Source: an optimization exercise on an open RTL-to-GDS flow (aim: small area). Production flows keep margins and buffers that such runs may drop. Only the layout flow was run in this run; the RTL was not checked for function there. Power and IR drop assume default switching activity.

--- flow/abc_area.script ---
strash
&get -n
&st
&synch2
&if -K 6 -a
&mfs
&st
&synch2
&if -K 6 -a
&mfs
&st
&dch -f
&nf -R 1000
&put
topo
dnsize -c
--- design.v ---
module VM ( i_product,
            i_money,
            i_buy,
            i_clk,
            i_rst_n,
            o_product,
            o_change,
            o_busy,
            o_no_change,
            o_strobe,
            o_need_more_money,
            o_future_change,
            o_empty);
input          i_clk, i_rst_n;
input   [3:0]  i_product;
input   [15:0] i_money;
input          i_buy;
output     [3:0]  o_product;
output reg [20:0] o_change;
output     [20:0] o_future_change;
output            o_busy;
output            o_no_change;
output            o_strobe;
output            o_need_more_money;
output            o_empty;
localparam PRICE = 100;
localparam S_START  = 3'b000;
localparam S_NOCH   = 3'b001;
localparam S_EMPTY  = 3'b010;
localparam S_CHOOSE = 3'b100;
localparam S_WAIT   = 3'b101;
localparam S_CALC   = 3'b110;
localparam S_PAY    = 3'b111;
reg [2:0] state, next_state;
reg [3:0] sold [1:10];
reg [4:0] cnt [0:14];
reg [20:0] money;
reg [20:0] future_change;
reg [3:0]  code_product;
reg [3:0]  chg;                
function [15:0] denom;
  input integer k;
  case (k)
    0:  denom = 16'd50000;
    1:  denom = 16'd20000;
    2:  denom = 16'd10000;
    3:  denom = 16'd5000;
    4:  denom = 16'd2000;
    5:  denom = 16'd1000;
    6:  denom = 16'd500;
    7:  denom = 16'd200;
    8:  denom = 16'd100;
    9:  denom = 16'd50;
    10: denom = 16'd25;
    11: denom = 16'd10;
    12: denom = 16'd5;
    13: denom = 16'd2;
    default: denom = 16'd1;
  endcase
endfunction
function ge_c;
  input [20:0] x;
  input [20:0] k;
  integer j;
  reg r;
  begin
    r = 1'b1;
    for (j = 0; j < 21; j = j + 1)
      r = k[j] ? (x[j] & r) : (x[j] | r);
    ge_c = r;
  end
endfunction
wire st_choose = (state == S_CHOOSE);
wire st_wait   = (state == S_WAIT);
wire st_calc   = (state == S_CALC);
wire st_pay    = (state == S_PAY);
integer i;
reg [10:1] soldout;
reg        empty;
always @* begin
  empty = 1'b1;
  for (i = 1; i <= 10; i = i + 1) begin
    soldout[i] = sold[i][3] & sold[i][1];    
    empty = empty & soldout[i];
  end
end
reg [10:1] sel_prod;
reg        prod_ok;
always @* begin
  prod_ok = 1'b0;
  for (i = 1; i <= 10; i = i + 1) begin
    sel_prod[i] = (i_product == i);
    prod_ok = prod_ok | (sel_prod[i] & ~soldout[i]);
  end
end
reg [14:0] avail, grant, nz, hit, upd;
reg [15:0] dsel;
reg [3:0]  gidx;
reg        seen;
always @* begin
  seen = 1'b0;
  dsel = st_calc ? PRICE[15:0] : 16'd0;
  gidx = 4'd0;
  for (i = 0; i < 15; i = i + 1) begin
    nz[i]    = (cnt[i] != 5'd22);
    hit[i]   = (i_money == denom(i));
    avail[i] = st_pay & ge_c(money, {5'd0, denom(i)}) & nz[i];
    grant[i] = avail[i] & ~seen;
    seen = seen | avail[i];
    if (grant[i]) begin
      dsel = dsel | denom(i);
      gidx = gidx | (i + 1);
    end
    upd[i] = (st_wait & hit[i]) | grant[i];
  end
end
reg [4:0] csel;
always @* begin
  csel = 5'd0;
  for (i = 0; i < 15; i = i + 1)
    csel = csel | ({5{upd[i]}} & cnt[i]);
end
wire [4:0] cx = csel ^ {5{~st_wait}};
wire [4:0] cnew = csel ^ {&cx[3:0], &cx[2:0], &cx[1:0], cx[0], 1'b1};
wire        sub = ~st_wait;
wire [20:0] op  = st_wait ? {5'd0, i_money} : ~{5'd0, dsel};
wire [20:0] next_money;
wire [8:0]  cl;
wire [8:0]  c0, c1;
wire [15:8] s0, s1;
assign cl[0] = sub;
assign c0[0] = 1'b0;
assign c1[0] = 1'b1;
genvar g;
generate
  for (g = 0; g < 8; g = g + 1) begin : g_lo
    assign next_money[g] = money[g] ^ op[g] ^ cl[g];
    assign cl[g+1] = (money[g] & op[g]) | (cl[g] & (money[g] ^ op[g]));
  end
  for (g = 8; g < 16; g = g + 1) begin : g_mid
    assign s0[g] = money[g] ^ op[g] ^ c0[g-8];
    assign c0[g-7] = (money[g] & op[g]) | (c0[g-8] & (money[g] ^ op[g]));
    assign s1[g] = money[g] ^ op[g] ^ c1[g-8];
    assign c1[g-7] = (money[g] & op[g]) | (c1[g-8] & (money[g] ^ op[g]));
  end
endgenerate
assign next_money[15:8] = ({8{cl[8]}} & s1) | ({8{~cl[8]}} & s0);
wire c16 = (cl[8] & c1[8]) | (~cl[8] & c0[8]);
wire [4:0] hi = money[20:16];
wire [4:0] hx = hi ^ {5{sub}};
wire [4:0] hpm = hi ^ {&hx[3:0], &hx[2:0], &hx[1:0], hx[0], 1'b1};    
assign next_money[20:16] = (c16 ^ sub) ? hpm : hi;
wire up_sel0 = c0[8] ^ sub;
wire up_sel1 = c1[8] ^ sub;
wire up_z0   = up_sel0 ? ~|hpm : ~|hi;
wire up_z1   = up_sel1 ? ~|hpm : ~|hi;
wire hi_z0   = ~|s0 & up_z0;                        
wire hi_z1   = ~|s1 & up_z1;                        
wire hi_z    = (cl[8] & hi_z1) | (~cl[8] & hi_z0);
wire paid_off = hi_z & ~|next_money[7:0];
wire enough   = ~hi_z | next_money[7] | ge_c({14'd0, next_money[6:0]}, PRICE);
wire one_empty = ~nz[14];
assign o_busy            = state[2];
assign o_need_more_money = st_wait & ~enough;
assign o_strobe          = (st_pay & paid_off) | (state == S_NOCH);
assign o_no_change       = (state == S_NOCH);
assign o_empty           = (state == S_EMPTY);
assign o_product         = code_product;
assign o_future_change   = future_change;
always @* begin
  o_change = 21'd0;
  for (i = 0; i < 15; i = i + 1)
    if (chg == i + 1) o_change = {5'd0, denom(i)};
end
always @* begin
  next_state = state;
  case (state)
    S_START:  if (empty) next_state = S_EMPTY;
              else if (i_buy) next_state = S_CHOOSE;
    S_CHOOSE: if (prod_ok) next_state = S_WAIT;
    S_WAIT:   if (enough) next_state = S_CALC;
    S_CALC:   next_state = S_PAY;
    S_PAY:    if (paid_off) next_state = S_START;
              else if (one_empty) next_state = S_NOCH;
    S_NOCH:   next_state = S_START;
    default:  ;
  endcase
end
always @(posedge i_clk or negedge i_rst_n) begin
  if (!i_rst_n) begin
    state         <= S_START;
    money         <= 21'd0;
    future_change <= 21'd0;
    code_product  <= 4'd0;
    chg           <= 4'd0;
  end else begin
    state <= next_state;
    money <= next_money;
    if (st_calc) future_change <= next_money;
    if (st_choose) code_product <= i_product;
    chg <= gidx;
  end
end
generate
  for (g = 1; g <= 10; g = g + 1) begin : g_prod
    wire tp = st_choose & sel_prod[g] & ~soldout[g];
    always @(posedge i_clk or negedge i_rst_n)
      if (!i_rst_n) sold[g] <= 4'd0;
      else sold[g] <= sold[g] ^ ({4{tp}} & {&sold[g][2:0], &sold[g][1:0], sold[g][0], 1'b1});
  end
  for (g = 0; g < 15; g = g + 1) begin : g_cnt
    always @(posedge i_clk or negedge i_rst_n)
      if (!i_rst_n) cnt[g] <= 5'd0;
      else if (upd[g]) cnt[g] <= cnew;
  end
endgenerate
endmodule
--- config.mk ---
export PLATFORM = sky130hd
export DESIGN_NAME = VM
export DESIGN_NICKNAME = VM
export VERILOG_FILES = /design/flow/design.v
export SDC_FILE = /design/flow/constraint.sdc
export NUM_CORES = 4
export LEC_CHECK = 0
export CAP_MARGIN = 5
export CORE_MARGIN = 2
export CORE_UTILIZATION = 65
export GPL_TIMING_DRIVEN = 0
export PLACE_DENSITY = 0.8
export SLEW_MARGIN = 5
--- standard.sh ---
#!/bin/bash
# synth_recipe.tcl (not shown) runs the flow's synth.tcl, then flattens the netlist and writes it again
# the make line also repeats each setting of config.mk as NAME=value (left out here)
make -C /OpenROAD-flow-scripts/flow DESIGN_CONFIG=/design/flow/config.mk WORK_HOME=/design/flow/orfs CLKGATE_MAP_FILE= SYNTH_SCRIPT=/design/flow/synth_recipe.tcl "${@:-finish}"
--- constraint.sdc ---
create_clock -name core_clock -period 12.0 [get_ports {i_clk}]
set_input_delay 2.4000 -clock core_clock [delete_from_list [all_inputs] [get_ports {i_clk}]]
set_output_delay 2.4000 -clock core_clock [all_outputs]
set_load 0.01 [all_outputs]
--- flow/cts_args ---
-sink_clustering_enable -repair_clock_nets -dont_use_dummy_load -buf_list sky130_fd_sc_hd__clkbuf_8 -sink_clustering_size 24 -sink_clustering_max_diameter 120
--- flow/run.sh ---
#!/bin/bash
# Own layout flow: the standard layout (standard.sh), with
#  - an area-oriented ABC script for the combinational logic (registers are mapped as in the
#    standard synthesis, before ABC runs, so they keep their names and cells),
#  - the smallest buffer on each input and output port,
#  - a clock tree without dummy loads.
# Each tool's full output is in orfs/logs/; make's output is in flow.log here.
set -euo pipefail
W=$PWD
F=$W/flow
cat > "$W/own_synth.tcl" <<EOT
proc abc {args} {
  set i [lsearch -exact \$args -script]
  if {\$i >= 0} { lset args [expr {\$i + 1}] $F/abc_area.script }
  yosys abc {*}\$args
}
source $W/synth_recipe.tcl
EOT
CTS="-sink_clustering_enable -repair_clock_nets -dont_use_dummy_load"
[[ -f $F/cts_args ]] && CTS=$(cat "$F/cts_args")
bash "$W/standard.sh" "SYNTH_SCRIPT=$W/own_synth.tcl" \
  "BUFFER_PORTS_ARGS=-buffer_cell sky130_fd_sc_hd__buf_1" \
  "CTS_ARGS=$CTS" finish > "$W/flow.log" 2>&1
==> results.txt <==
==> state kept, by name, indices dropped and copies added (netlist names) <==
signal / flops
cnt: 75
sold: 40
future_change: 21
money: 21
chg: 4
code_product: 4
state: 3
==> worst max-delay path: cells and delay by family (launching register included) <==
family                     cells  cell delay (ps)
AOI/OAI and AO/OA              5              820
and+or+nand+nor               14             4400
buffers and inverters          5              480
adders and majority gates      8             2280
DFF                            1              430
muxes                          1              220
==> metrics by stage <==
stage	cells	utilization
4_1_cts	1181	0.742
3_5_place_dp	1164	0.724
3_3_place_gp	1153	0.710
5_1_grt	1181	0.745
6_report	1181	0.745
2_1_floorplan	909	-
==> routing by layer <==
metal | share of wire | vias up | global-route usage
li1 | - | 3487 | -
met1 | 0.44 | 3630 | 0.461
met2 | 0.46 | 337 | 0.479
met3 | 0.075 | 43 | 0.0548
met4 | 0.023 | 0 | 0.0948
met5 | 0 | - | 0
==> cells in the final DEF, fill, tap and decap left out, drive strengths merged, types with 8 or more instances in the layout <==
cell    count
o21ai      53
nand2      77
fa         22
a221oi     12
a221o       9
nor2       90
nand4b     11
nand3      37
a31oi       8
or3         8
ha         12
xor2       27
clkbuf     17
and3        9
xnor2      22
nor3       21
a21oi      62
nor2b      18
clkinv     58
nand4      23
nand2b      9
dfrtp     168
a41o        9
buf        84
mux2       17
mux2i      22
==> path summary, 6_finish.rpt <==
kind	startpoint	endpoint	slack, ps	depth (start not counted)
worst max register to register	money[17]$_DFF_PN0_	state[1]$_DFFE_PN0P_	2530	35
min in group asynchronous	i_rst_n	money[14]$_DFF_PN0_	1770	1
worst min-delay path	sold[7][3]$_DFF_PN0_	sold[7][3]$_DFF_PN0_	470	1
worst min register to register	sold[7][3]$_DFF_PN0_	sold[7][3]$_DFF_PN0_	470	1
max in group asynchronous	i_rst_n	cnt[11][0]$_DFFE_PN0N_	9360	4
worst max-delay path	money[17]$_DFF_PN0_	o_strobe	510	33
==> report_power, final <==
| group | internal (uW) | switching (uW) | total (uW) |
|---|---|---|---|
| Sequential | 567 | 0.770 | 567 |
| Clock | 125 | 172 | 297 |
| Combinational | 10.2 | 25.7 | 35.9 |
==> cell families after synthesis <==
kind of cell | share of synthesized area
AOI/OAI and AO/OA | 0.153
buffers and inverters | 0.0284
and+or+nand+nor | 0.191
DFF | 0.468
other | 0.000417
adders and majority gates | 0.0657
muxes | 0.0458
xor gates and xnor gates | 0.0478
==> layout make-up <==
| cell class | count | area share |
|---|---|---|
| Sequential cell | 168 | 0.423 |
| Multi-Input combinational cell | 678 | 0.464 |
| Timing Repair Buffer | 79 | 0.0412 |
| Buffer | 5 | 0.00378 |
| Inverter | 58 | 0.0219 |
| Clock buffer | 17 | 0.0235 |
| Tap cell | 176 | 0.0222 |
==> what timing repair did <==
action / in CTS / in global routing
gates resized for setup: 0 / 5
hold buffers: 0 / 0
endpoints found under the setup margin: 0 / 2
==> run_results.csv <==
group,metric,value,unit
floorplan,rows,42,
synth,synth.area.top_cells,"dfrtp_1 (47%), fa_1 (4.9%), nor2_1 (3.8%)",
setup_path,end_kind,"primary output",
timing,setup_viol,0,
routing,num_vias,7497,
timing,drv_slew,0,
timing,final.period_utilization,0.957,
timing,tightest_slew,1300,ps
timing,fmax,87.0,MHz
synth,synthArstFlopShare,1.00,
finish,seq_area,0.00420,mm2
global_routing,grt_overflow,0,
timing,setup_slack,511,ps
pwr,power.total,900,uW
clock_network,cts_root_buf,"clkbuf_8",
floorplan,die-area,0.0148,mm2
placed_design,place_ws,560,ps
finish,area_growth_syn_to_layout,10.6,%
setup_path,crit_type,"register to primary output",
placed_design,routabilityCongestion,0.963,
finish,fill_cells,996,
synth,synth-edff-count,0,
setup_path,start_kind,"register",
synth,yosysTopAreaCell,"dfrtp_1",
setup_path,path_common_cell,"fa_1",
finish,multi_input_area,0.00462,mm2
clock_network,clock_latency,460,ps
synth,yosys.cell_types.count,55,
global_routing,antenna_found_initial,0,
setup_path,max_stage_delay,560,ps
pwr,ir_drop,0.0953,mV
setup_path,crit_path_max_fanout,12,
clock_network,cts_num_sinks,168,
setup_path,crit_arrival,9090,ps
finish,layout-drive-gt1-share,0.0458,
routing,via_per_inst,6.35,
synth,seq_area_frac_synth,0.468,
routing,first_iter_violations,695,
placed_design,hpwl,16500,um
synth,yosysMostFrequentCell,"dfrtp_1",
clock_network,clock_path_buffers,2,
clock_network,numCtsBuffers,17,
min_path,hold_class,"register to register",
clock_network,cts_setup_buffers,0,
pwr,power_density,90.6,mW/mm2
routing,drc_errors,0,
synth,ys.flop_type,"dfrtp_1",
timing,fin_hold_ws,468,ps
timing,finalCriticalPeriod,11490,ps
setup_path,cp_data_required_time,9600,ps
floorplan,ios,74,
floorplan,start_util,0.673,
status,outcome,"no timing/DRC/antenna violations",
job,cap_violations,0,
routing,wl_per_cell,18.5,um
global_routing,grt_first_pass_wirelength,35600,um
pwr,power.leakage,0.00438,uW
clock_network,htree_levels,4,
timing,rsz0062_at_grt,"false",
floorplan,die_y,122,um
synth,synthCells,905,
clock_network,path_clk_slew,70,ps
synth,ys.warnings.count,3,
floorplan,die_x,122,um
floorplan,core_area,0.0133,mm2
routing,ant_nets,0,
timing,fin_skew,23.8,ps
timing,tns,0,ps
synth,synth_area,0.00898,mm2
global_routing,first_global_vias,7137,
timing,relSlewSlack,0.122,
routing,routed_wl,21800,um
synth,yosys-top-cells-count,"dfrtp_1 (168), nor2_1 (90), nand2_1 (77), a21oi_1 (62), clkinv_1 (58)",
setup_path,slowest_stage,"or4_1",
placed_design,placed_cell_area,0.00967,mm2
synth,avgSynthCellArea,9.93,um2
clock_network,cts_tree,"yes",
synth,ys_ff_latch,168,
global_routing,grt_max_degree,41,
synth,synth_top_area_frac,0.468,
placed_design,io_buffers,68,
finish,fin_area,0.00994,mm2
finish,antenna_cells,0,
routing,dr.pass1.iters,6,
global_routing,grt_use_total,0.312,
timing,hold_viol,0,
finish,fin_nets,1064,

static timing again, ports no longer ideal:
Ports are ideal in the flow. The routed layout listed here was re-timed in OpenROAD. Step 1, drivers: a clkbuf_16 drives i_clk and a buf_2 each remaining input, both assumed. Step 2 adds t to the input delays and takes it off the output delays; t is the mean of the earliest and latest rising clock arrival at the registers after step 1. Input paths then give back, and output paths get back, about the clock's delay inside the block. Three values: no drivers, after step 1, after step 2; two values: the first two.
t (ns): 0.486
slack for setup (ns): 0.511 / 0.474 / 0.960
latest minus earliest clock arrival (ns): 0.024 / 0.024
slew at the worst register clock pin (ns): 0.09 / 0.09
worst data-port slew with drivers (ns): 0.06
After both steps this run still meets setup and hold. For this run, drivers alone change the setup slack by -0.037 ns; drivers and shift together by +0.449 ns.
